From an optimization exercise on the open Yosys and OpenROAD flow, aimed at small area; shortcuts taken in it are not production practice.
Where RTL was checked, it was by simulation tests only, not by an equivalence proof against the original.
The clock port is modelled as an ideal driver; clocking choices that lean on that would not hold on a real chip.

==> run a <==
==> flow/design.v <==
module lab5 (input clk, SWO, input [15:0] IR_in, output logic [3:0] OPCODE, output logic [7:0] PC, alu_out, W_REG);
localparam logic [2:0] IF0 = 3'd0, ID = 3'd1, FD = 3'd2, EX = 3'd3, RWB = 3'd4, IF = 3'd5;
logic [2:0] state;
logic [3:0] OP, RA, RB, RD;
logic [7:0] A, B;
logic ph;
logic [7:0] S0 [0:7];
logic [7:0] S1 [0:7];
assign OP = IR_in[15:12];
assign RA = IR_in[11:8];
assign RB = IR_in[7:4];
assign RD = IR_in[3:0];
assign OPCODE = OP;
logic [7:0] ap, aq, asum;
logic [8:0] ac;
logic ge_s;
always_comb begin
  if (state == IF) begin
    ap = PC;
    aq = (OP == 4'd14 && ge_s) ? {4'b0, RD} : 8'd1;
    ac[0] = 1'b0;
  end else begin
    ap = (OP == 4'd7 || OP == 4'd8) ? B : A;
    case (OP)
      4'd3:    aq = {4'b0, RB};
      4'd4, 4'd14: aq = ~B;
      4'd7:    aq = 8'h00;
      4'd8:    aq = 8'hFF;
      default: aq = B;
    endcase
    ac[0] = (OP == 4'd4) || (OP == 4'd7) || (OP == 4'd14);
  end
  for (int i = 0; i < 8; i++) begin
    asum[i] = ap[i] ^ aq[i] ^ ac[i];
    ac[i+1] = (ap[i] & aq[i]) | (ap[i] & ac[i]) | (aq[i] & ac[i]);
  end
end
logic [7:0] mul;
always_comb begin
  logic [7:0] acc, row;
  logic c;
  acc = A & {8{B[0]}};
  for (int i = 1; i < 8; i++) begin
    row = (A << i) & {8{B[i]}};
    c = 1'b0;
    for (int j = i; j < 8; j++) begin
      logic s;
      s = acc[j] ^ row[j] ^ c;
      c = (acc[j] & row[j]) | (acc[j] & c) | (row[j] & c);
      acc[j] = s;
    end
  end
  mul = acc;
end
logic [7:0] quo;
always_comb begin
  logic [7:0] r, x, d;
  logic [8:0] c;
  logic bnz;
  r = 8'b0;
  for (int k = 7; k >= 0; k--) begin
    x = {r[6:0], A[k]};
    c[0] = 1'b1;
    for (int i = 0; i < 8 - k; i++) begin
      d[i] = x[i] ^ ~B[i] ^ c[i];
      c[i+1] = (x[i] & ~B[i]) | (x[i] & c[i]) | (~B[i] & c[i]);
    end
    quo[k] = c[8-k] && ((B >> (8 - k)) == 8'b0);
    r = 8'b0;
    for (int i = 0; i < 8 - k; i++) r[i] = quo[k] ? d[i] : x[i];
  end
  bnz = |B;
  quo = quo & {8{bnz}};
end
always_comb begin
  case (OP)
    4'd1:  alu_out = {RA, RB};
    4'd2, 4'd3, 4'd4, 4'd7, 4'd8: alu_out = asum;
    4'd5:  alu_out = mul;
    4'd6:  alu_out = quo;
    4'd9:  alu_out = ~(A | B);
    4'd10: alu_out = ~(A & B);
    4'd11: alu_out = A ^ B;
    4'd12: alu_out = ~B;
    default: alu_out = 8'b0;
  endcase
  if (state == IF) alu_out = W_REG;
end
logic wr;
assign wr = (state == EX || state == RWB) && (RD[0] != ph) && !(OP == 4'd13 || OP == 4'd14 || OP == 4'd15);
always_ff @(posedge clk) ge_s <= ac[8];
logic [7:0] pc_next;
assign pc_next = (OP == 4'd13) ? {RA, RB} : asum;
logic [7:0] rda, rdb;
always_comb begin
  rda = (RA[0] ^ ph) ? S1[RA[3:1]] : S0[RA[3:1]];
  rdb = (RB[0] ^ ph) ? S1[RB[3:1]] : S0[RB[3:1]];
end
always_ff @(posedge clk or posedge SWO) begin
  if (SWO) begin
    state <= IF0;
    PC <= 8'b0;
    W_REG <= 8'b0;
    A <= 8'b0;
    B <= 8'b0;
    ph <= 1'b0;
  end else begin
    W_REG <= alu_out;
    A <= rda;
    B <= rdb;
    ph <= ~ph;
    if (state == IF) PC <= pc_next;
    case (state)
      IF0, IF: state <= ID;
      ID:      state <= FD;
      FD:      state <= EX;
      EX:      state <= RWB;
      default: state <= (OP == 4'd0) ? RWB : IF;
    endcase
  end
end
always_ff @(posedge clk or posedge SWO) begin
  if (SWO) begin
    for (int m = 0; m < 8; m++) begin
      S0[m] <= 8'b0;
      S1[m] <= 8'b0;
    end
  end else begin
    for (int m = 0; m < 8; m++) begin
      S1[m] <= S0[m];
      S0[m] <= (wr && RD[3:1] == 3'(m)) ? W_REG : S1[m];
    end
  end
end
endmodule
==> flow/flow/run.sh <==
#!/bin/bash
# Own layout flow: the standard flow (standard.sh) with three changes.
#  - Synthesis maps the logic with an area-oriented ABC script (flow/abc_area.script)
#    and without Yosys's full-adder extraction; registers are mapped exactly as in the
#    standard synthesis (same script, same dfflibmap step).
#  - Port buffers use the smallest buffer cell.
#  - Clock tree synthesis uses small clock buffers and no dummy loads.
# Each make call's full output goes to a log file in the work folder.
set -euo pipefail
W=$PWD
rm -rf "$W/scripts_area"
cp -r "$FLOW_HOME/scripts" "$W/scripts_area"
cp "$W/flow/abc_area.script" "$W/scripts_area/abc_area.script"
KNOBS=(SCRIPTS_DIR="$W/scripts_area" ADDER_MAP_FILE= ABC_AREA=1
  BUFFER_PORTS_ARGS="-buffer_cell sky130_fd_sc_hd__buf_1"
  CTS_ARGS="-sink_clustering_enable -repair_clock_nets -dont_use_dummy_load -buf_list sky130_fd_sc_hd__clkbuf_8 -sink_clustering_size 24 -sink_clustering_max_diameter 100")
bash standard.sh "${KNOBS[@]}" synth > "$W/log_synth.txt" 2>&1
bash standard.sh "${KNOBS[@]}" finish > "$W/log_layout.txt" 2>&1
==> flow/flow/abc_area.script <==
strash
&get -n
&dch
&nf -R 1000
&put
topo
==> flow/standard.sh <==
#!/bin/bash
# synth_recipe.tcl (not shown) runs the flow's synth.tcl, then flattens the netlist and writes it again
# the make line also repeats each setting of config.mk as NAME=value (left out here)
make -C /OpenROAD-flow-scripts/flow DESIGN_CONFIG=/design/flow/config.mk WORK_HOME=/design/flow/orfs CLKGATE_MAP_FILE= SYNTH_SCRIPT=/design/flow/synth_recipe.tcl "${@:-finish}"
==> flow/config.mk <==
export PLATFORM = sky130hd
export DESIGN_NAME = lab5
export DESIGN_NICKNAME = lab5
export VERILOG_FILES = /design/flow/design.v
export SDC_FILE = /design/flow/constraint.sdc
export NUM_CORES = 4
export LEC_CHECK = 0
export ABC_AREA = 1
export CAP_MARGIN = 20
export CORE_MARGIN = 2
export CORE_UTILIZATION = 40
export SLEW_MARGIN = 20
==> flow/constraint.sdc <==
create_clock -name core_clock -period 17.0 [get_ports {clk}]
set_input_delay 3.4000 -clock core_clock [delete_from_list [all_inputs] [get_ports {clk}]]
set_output_delay 3.4000 -clock core_clock [all_outputs]
set_load 0.01 [all_outputs]
==> run b: changes against run a <==
--- a/flow/design.v
+++ b/flow/design.v
@@ -1,4 +1,4 @@
 module lab5 (input clk, SWO, input [15:0] IR_in, output logic [3:0] OPCODE, output logic [7:0] PC, alu_out, W_REG);
-localparam logic [2:0] IF0 = 3'd0, ID = 3'd1, FD = 3'd2, EX = 3'd3, RWB = 3'd4, IF = 3'd5;
+localparam logic [2:0] IF0 = 3'd0, ID = 3'd1, FD = 3'd2, EX = 3'd3, RWB = 3'd4, IF = 3'd5, ID0 = 3'd6;
 logic [2:0] state;
 logic [3:0] OP, RA, RB, RD;
@@ -21,10 +21,14 @@
     ac[0] = 1'b0;
   end else begin
-    ap = (OP == 4'd7 || OP == 4'd8) ? B : A;
+    case (OP)
+      4'd5:    ap = A & {8{B[0]}};
+      4'd7:    ap = 8'h00;
+      4'd8:    ap = 8'hFF;
+      default: ap = A;
+    endcase
     case (OP)
       4'd3:    aq = {4'b0, RB};
       4'd4, 4'd14: aq = ~B;
-      4'd7:    aq = 8'h00;
-      4'd8:    aq = 8'hFF;
+      4'd5:    aq = (A << 1) & {8{B[1]}};
       default: aq = B;
     endcase
@@ -40,6 +44,6 @@
   logic [7:0] acc, row;
   logic c;
-  acc = A & {8{B[0]}};
-  for (int i = 1; i < 8; i++) begin
+  acc = asum;
+  for (int i = 2; i < 8; i++) begin
     row = (A << i) & {8{B[i]}};
     c = 1'b0;
@@ -59,15 +63,16 @@
   logic bnz;
   r = 8'b0;
-  for (int k = 7; k >= 0; k--) begin
+  for (int k = 7; k >= 1; k--) begin
     x = {r[6:0], A[k]};
     c[0] = 1'b1;
     for (int i = 0; i < 8 - k; i++) begin
-      d[i] = x[i] ^ ~B[i] ^ c[i];
+      d[i] = ~B[i] ^ c[i];
       c[i+1] = (x[i] & ~B[i]) | (x[i] & c[i]) | (~B[i] & c[i]);
     end
     quo[k] = c[8-k] && ((B >> (8 - k)) == 8'b0);
     r = 8'b0;
-    for (int i = 0; i < 8 - k; i++) r[i] = quo[k] ? d[i] : x[i];
+    for (int i = 0; i < 8 - k; i++) r[i] = x[i] ^ (d[i] & quo[k]);
   end
+  quo[0] = {r[6:0], A[0]} >= B;
   bnz = |B;
   quo = quo & {8{bnz}};
@@ -79,8 +84,8 @@
     4'd5:  alu_out = mul;
     4'd6:  alu_out = quo;
-    4'd9:  alu_out = ~(A | B);
-    4'd10: alu_out = ~(A & B);
-    4'd11: alu_out = A ^ B;
-    4'd12: alu_out = ~B;
+    4'd9:  alu_out = ~(ap | aq);
+    4'd10: alu_out = ~(ap & aq);
+    4'd11: alu_out = ap ^ aq;
+    4'd12: alu_out = ~aq;
     default: alu_out = 8'b0;
   endcase
@@ -92,4 +97,6 @@
 logic [7:0] pc_next;
 assign pc_next = (OP == 4'd13) ? {RA, RB} : asum;
+logic clr;
+assign clr = (state == IF0) || (state == ID0);
 logic [7:0] rda, rdb;
 always_comb begin
@@ -107,11 +114,12 @@
   end else begin
     W_REG <= alu_out;
-    A <= rda;
-    B <= rdb;
+    A <= clr ? 8'b0 : rda;
+    B <= clr ? 8'b0 : rdb;
     ph <= ~ph;
     if (state == IF) PC <= pc_next;
     case (state)
-      IF0, IF: state <= ID;
-      ID:      state <= FD;
+      IF0:     state <= ID0;
+      IF:      state <= ID;
+      ID, ID0: state <= FD;
       FD:      state <= EX;
       EX:      state <= RWB;
@@ -120,15 +128,14 @@
   end
 end
-always_ff @(posedge clk or posedge SWO) begin
-  if (SWO) begin
-    for (int m = 0; m < 8; m++) begin
-      S0[m] <= 8'b0;
-      S1[m] <= 8'b0;
-    end
-  end else begin
-    for (int m = 0; m < 8; m++) begin
-      S1[m] <= S0[m];
-      S0[m] <= (wr && RD[3:1] == 3'(m)) ? W_REG : S1[m];
-    end
+logic [7:0] ld, hold;
+always_comb
+  for (int m = 0; m < 8; m++) begin
+    ld[m] = wr && RD[3:1] == 3'(m);
+    hold[m] = !ld[m] && !clr;
+  end
+always_ff @(posedge clk) begin
+  for (int m = 0; m < 8; m++) begin
+    S1[m] <= S0[m];
+    S0[m] <= (W_REG & {8{ld[m]}}) | (S1[m] & {8{hold[m]}});
   end
 end
==> flow/flow/run.sh (replaced) <==
#!/bin/bash
# Own layout flow: the standard flow (standard.sh) with three changes.
#  - Synthesis maps the logic with an area-oriented ABC script (flow/abc_area.script)
#    and extracts only full adders (half adders are left to ABC: the half-adder cells
#    are added to the don't-use list); registers are mapped exactly as in the
#    standard synthesis (same script, same dfflibmap step).
#  - Port buffers use the smallest buffer cell.
#  - Clock tree synthesis uses small clock buffers and no dummy loads.
# Each make call's full output goes to a log file in the work folder.
set -euo pipefail
W=$PWD
rm -rf "$W/scripts_area"
cp -r "$FLOW_HOME/scripts" "$W/scripts_area"
cp "$W/flow/abc_area.script" "$W/scripts_area/abc_area.script"
DONT_USE=$(printf 'include %s\nprint:\n\t@echo $(DONT_USE_CELLS)\n' "$FLOW_HOME/platforms/sky130hd/config.mk" | make -s -f - print)
KNOBS=(SCRIPTS_DIR="$W/scripts_area" ABC_AREA=1
  DONT_USE_CELLS="$DONT_USE sky130_fd_sc_hd__ha_1 sky130_fd_sc_hd__ha_2 sky130_fd_sc_hd__ha_4"
  BUFFER_PORTS_ARGS="-buffer_cell sky130_fd_sc_hd__buf_1"
  CTS_ARGS="-sink_clustering_enable -repair_clock_nets -dont_use_dummy_load -buf_list sky130_fd_sc_hd__clkbuf_4")
bash standard.sh "${KNOBS[@]}" synth > "$W/log_synth.txt" 2>&1
bash standard.sh "${KNOBS[@]}" finish > "$W/log_layout.txt" 2>&1
==> flow/flow/abc_area.script (replaced) <==
strash
dch -f
&get -n
&dch -f
&nf -R 1000
&put
strash
dch -f
&get -n
&dch -f
&nf -R 1000
&put
topo
--- a/flow/config.mk
+++ b/flow/config.mk
@@ -8,5 +8,7 @@
 export ABC_AREA = 1
 export CAP_MARGIN = 20
+export CELL_PAD_IN_SITES_DETAIL_PLACEMENT = 1
+export CELL_PAD_IN_SITES_GLOBAL_PLACEMENT = 1
 export CORE_MARGIN = 2
-export CORE_UTILIZATION = 40
+export CORE_UTILIZATION = 65
 export SLEW_MARGIN = 20
==> run c: changes against run a <==
--- a/flow/design.v
+++ b/flow/design.v
@@ -1,4 +1,4 @@
 module lab5 (input clk, SWO, input [15:0] IR_in, output logic [3:0] OPCODE, output logic [7:0] PC, alu_out, W_REG);
-localparam logic [2:0] IF0 = 3'd0, ID = 3'd1, FD = 3'd2, EX = 3'd3, RWB = 3'd4, IF = 3'd5;
+localparam logic [2:0] IF0 = 3'd0, ID = 3'd1, FD = 3'd2, EX = 3'd3, RWB = 3'd4, IF = 3'd5, ID0 = 3'd6;
 logic [2:0] state;
 logic [3:0] OP, RA, RB, RD;
@@ -21,10 +21,14 @@
     ac[0] = 1'b0;
   end else begin
-    ap = (OP == 4'd7 || OP == 4'd8) ? B : A;
+    case (OP)
+      4'd5:    ap = A & {8{B[0]}};
+      4'd7:    ap = 8'h00;
+      4'd8:    ap = 8'hFF;
+      default: ap = A;
+    endcase
     case (OP)
       4'd3:    aq = {4'b0, RB};
       4'd4, 4'd14: aq = ~B;
-      4'd7:    aq = 8'h00;
-      4'd8:    aq = 8'hFF;
+      4'd5:    aq = (A << 1) & {8{B[1]}};
       default: aq = B;
     endcase
@@ -40,6 +44,6 @@
   logic [7:0] acc, row;
   logic c;
-  acc = A & {8{B[0]}};
-  for (int i = 1; i < 8; i++) begin
+  acc = asum;
+  for (int i = 2; i < 8; i++) begin
     row = (A << i) & {8{B[i]}};
     c = 1'b0;
@@ -59,15 +63,16 @@
   logic bnz;
   r = 8'b0;
-  for (int k = 7; k >= 0; k--) begin
+  for (int k = 7; k >= 1; k--) begin
     x = {r[6:0], A[k]};
     c[0] = 1'b1;
     for (int i = 0; i < 8 - k; i++) begin
-      d[i] = x[i] ^ ~B[i] ^ c[i];
+      d[i] = ~B[i] ^ c[i];
       c[i+1] = (x[i] & ~B[i]) | (x[i] & c[i]) | (~B[i] & c[i]);
     end
     quo[k] = c[8-k] && ((B >> (8 - k)) == 8'b0);
     r = 8'b0;
-    for (int i = 0; i < 8 - k; i++) r[i] = quo[k] ? d[i] : x[i];
+    for (int i = 0; i < 8 - k; i++) r[i] = x[i] ^ (d[i] & quo[k]);
   end
+  quo[0] = {r[6:0], A[0]} >= B;
   bnz = |B;
   quo = quo & {8{bnz}};
@@ -79,8 +84,8 @@
     4'd5:  alu_out = mul;
     4'd6:  alu_out = quo;
-    4'd9:  alu_out = ~(A | B);
-    4'd10: alu_out = ~(A & B);
-    4'd11: alu_out = A ^ B;
-    4'd12: alu_out = ~B;
+    4'd9:  alu_out = ~(ap | aq);
+    4'd10: alu_out = ~(ap & aq);
+    4'd11: alu_out = ap ^ aq;
+    4'd12: alu_out = ~aq;
     default: alu_out = 8'b0;
   endcase
@@ -92,4 +97,6 @@
 logic [7:0] pc_next;
 assign pc_next = (OP == 4'd13) ? {RA, RB} : asum;
+logic clr;
+assign clr = (state == IF0) || (state == ID0);
 logic [7:0] rda, rdb;
 always_comb begin
@@ -107,11 +114,12 @@
   end else begin
     W_REG <= alu_out;
-    A <= rda;
-    B <= rdb;
+    A <= clr ? 8'b0 : rda;
+    B <= clr ? 8'b0 : rdb;
     ph <= ~ph;
     if (state == IF) PC <= pc_next;
     case (state)
-      IF0, IF: state <= ID;
-      ID:      state <= FD;
+      IF0:     state <= ID0;
+      IF:      state <= ID;
+      ID, ID0: state <= FD;
       FD:      state <= EX;
       EX:      state <= RWB;
@@ -120,15 +128,14 @@
   end
 end
-always_ff @(posedge clk or posedge SWO) begin
-  if (SWO) begin
-    for (int m = 0; m < 8; m++) begin
-      S0[m] <= 8'b0;
-      S1[m] <= 8'b0;
-    end
-  end else begin
-    for (int m = 0; m < 8; m++) begin
-      S1[m] <= S0[m];
-      S0[m] <= (wr && RD[3:1] == 3'(m)) ? W_REG : S1[m];
-    end
+logic [7:0] ld, hold;
+always_comb
+  for (int m = 0; m < 8; m++) begin
+    ld[m] = wr && RD[3:1] == 3'(m);
+    hold[m] = !ld[m] && !clr;
+  end
+always_ff @(posedge clk) begin
+  for (int m = 0; m < 8; m++) begin
+    S1[m] <= S0[m];
+    S0[m] <= (W_REG & {8{ld[m]}}) | (S1[m] & {8{hold[m]}});
   end
 end
==> flow/flow/run.sh (replaced) <==
#!/bin/bash
set -euo pipefail
W=$PWD
rm -rf "$W/scripts_area"
cp -r "$FLOW_HOME/scripts" "$W/scripts_area"
cp "$W/flow/abc_area.script" "$W/scripts_area/abc_area.script"
python3 - "$W/scripts_area/cts.tcl" "$W/flow/fixslew.tcl" <<'PYEOF'
import sys
path, fix = sys.argv[1], sys.argv[2]
s = open(path).read()
anchor = "log_cmd clock_tree_synthesis {*}$cts_args\n"
assert s.count(anchor) == 1
s = s.replace(anchor, anchor + "set_propagated_clock [all_clocks]\nestimate_parasitics -placement\nsource {%s}\nfix_clock_slew 0.105 sky130_fd_sc_hd__clkbuf_8\n" % fix)
open(path, "w").write(s)
PYEOF
DONT_USE=$(printf 'include %s\nprint:\n\t@echo $(DONT_USE_CELLS)\n' "$FLOW_HOME/platforms/sky130hd/config.mk" | make -s -f - print)
KNOBS=(SCRIPTS_DIR="$W/scripts_area" ABC_AREA=1
  DONT_USE_CELLS="$DONT_USE sky130_fd_sc_hd__ha_1 sky130_fd_sc_hd__ha_2 sky130_fd_sc_hd__ha_4"
  BUFFER_PORTS_ARGS="-buffer_cell sky130_fd_sc_hd__buf_1"
  CTS_ARGS="-sink_clustering_enable -repair_clock_nets -dont_use_dummy_load -buf_list sky130_fd_sc_hd__clkbuf_4")
bash standard.sh "${KNOBS[@]}" synth > "$W/log_synth.txt" 2>&1
bash standard.sh "${KNOBS[@]}" finish > "$W/log_layout.txt" 2>&1
==> flow/flow/abc_area.script (replaced) <==
strash
dch -f
&get -n
&dch -f
&nf -R 1000
&put
strash
dch -f
&get -n
&dch -f
&nf -R 1000
&put
topo
==> flow/flow/fixslew.tcl (new file) <==
# Upsize clock buffers whose flip-flop sinks see a clock slew above a limit.
proc fix_clock_slew { limit bigcell } {
  set block [ord::get_db_block]
  set big [[ord::get_db] findMaster $bigcell]
  set changed 0
  foreach inst [$block getInsts] {
    set m [[$inst getMaster] getName]
    if {![string match "*clkbuf*" $m]} { continue }
    set out [$inst findITerm X]
    set net [$out getNet]
    if {$net == "NULL"} { continue }
    set worst 0
    foreach it [$net getITerms] {
      if {[$it isOutputSignal]} { continue }
      set pin [get_pins -of_objects [get_cells [[$it getInst] getName]] -filter "name == [[$it getMTerm] getName]"]
      set s [get_property $pin slew_max]
      if {$s > $worst} { set worst $s }
    }
    if {$worst > $limit} {
      $inst swapMaster $big
      incr changed
    }
  }
  puts "fix_clock_slew: upsized $changed clock buffers"
  return $changed
}
--- a/flow/config.mk
+++ b/flow/config.mk
@@ -8,5 +8,7 @@
 export ABC_AREA = 1
 export CAP_MARGIN = 20
+export CELL_PAD_IN_SITES_DETAIL_PLACEMENT = 1
+export CELL_PAD_IN_SITES_GLOBAL_PLACEMENT = 1
 export CORE_MARGIN = 2
-export CORE_UTILIZATION = 40
+export CORE_UTILIZATION = 55
 export SLEW_MARGIN = 20
==> qor summary <==
Number of vias in the routed layout: run a 8410; run c 8515; run b -
Number of iterations in the first detailed-routing pass: run a 6; run c 8; run b -
Final-layout clock buffer total: run a 17; run c 17; run b -
Final cell count without fillers: run a 1380; run c 1109; run b -
Hold Buf Count CTS: run a 0; run c 0; run b -
Average routed wire per standard cell: run a 22.2 um; run c 29.8 um; run b -
Area of the core: run a 0.0233 sq mm; run c 0.0145 sq mm; run b -
Post-route DRC: run a 0; run c 0; run b -
Global Route met1 Usage: run a 0.344; run c 0.492; run b -
Clock insertion delay at the later pin of the skew report: run a 470 ps; run c 460 ps; run b -
Data arrival, critical path: run a 12980 ps; run c 12480 ps; run b -
Min-delay src: run a S0[7][1]; run c S0[7][4]; run b -
Outcome: run a no timing/DRC/antenna violations; run c no timing/DRC/antenna violations; run b did not finish
Last stage reached: run a -; run c -; run b 3_3_place_gp
Slack of the worst reg-to-reg path: run a 4530 ps; run c 4970 ps; run b -
Synthesized instance count: run a 969; run c 847; run b 847
Synth cell types: run a 43; run c 47; run b 47
Number of tap instances: run a 319; run c 184; run b -
Bufs and invs on worst path: run a 2; run c 6; run b -
Number of stages on the worst hold path: run a 0; run c 0; run b -
The RTL of run a was laid out without a check of its function.

## afterwards: timing with drivers on the ports
The flow's constraints put no driver on any port. The routed layouts listed below were extracted and timed again, unchanged, in two steps. Step 1 assumes that a clkbuf_16 drives the clock port and a buf_2 every other input. Step 2 moves the port delays by t, midway between the first and last clock arrival at a register: inputs arrive t later, outputs are due t later. That takes back most of the time a late clock gives input paths. Three values: no drivers, after step 1, after step 2; two values: the first two.
| run | t, ns | slack for setup (ns) | clock arrival spread, ns |
|---|---|---|---|
| run a | 0.487 | 0.615 / 0.576 / 1.063 | 0.042 / 0.042 |
| run c | 0.490 | 1.115 / 1.078 / 1.086 | 0.032 / 0.032 |
After both steps every run listed still meets setup and hold. The setup slack of run c, which loses most, moves by -0.037 ns with the drivers and by -0.029 ns with both steps.
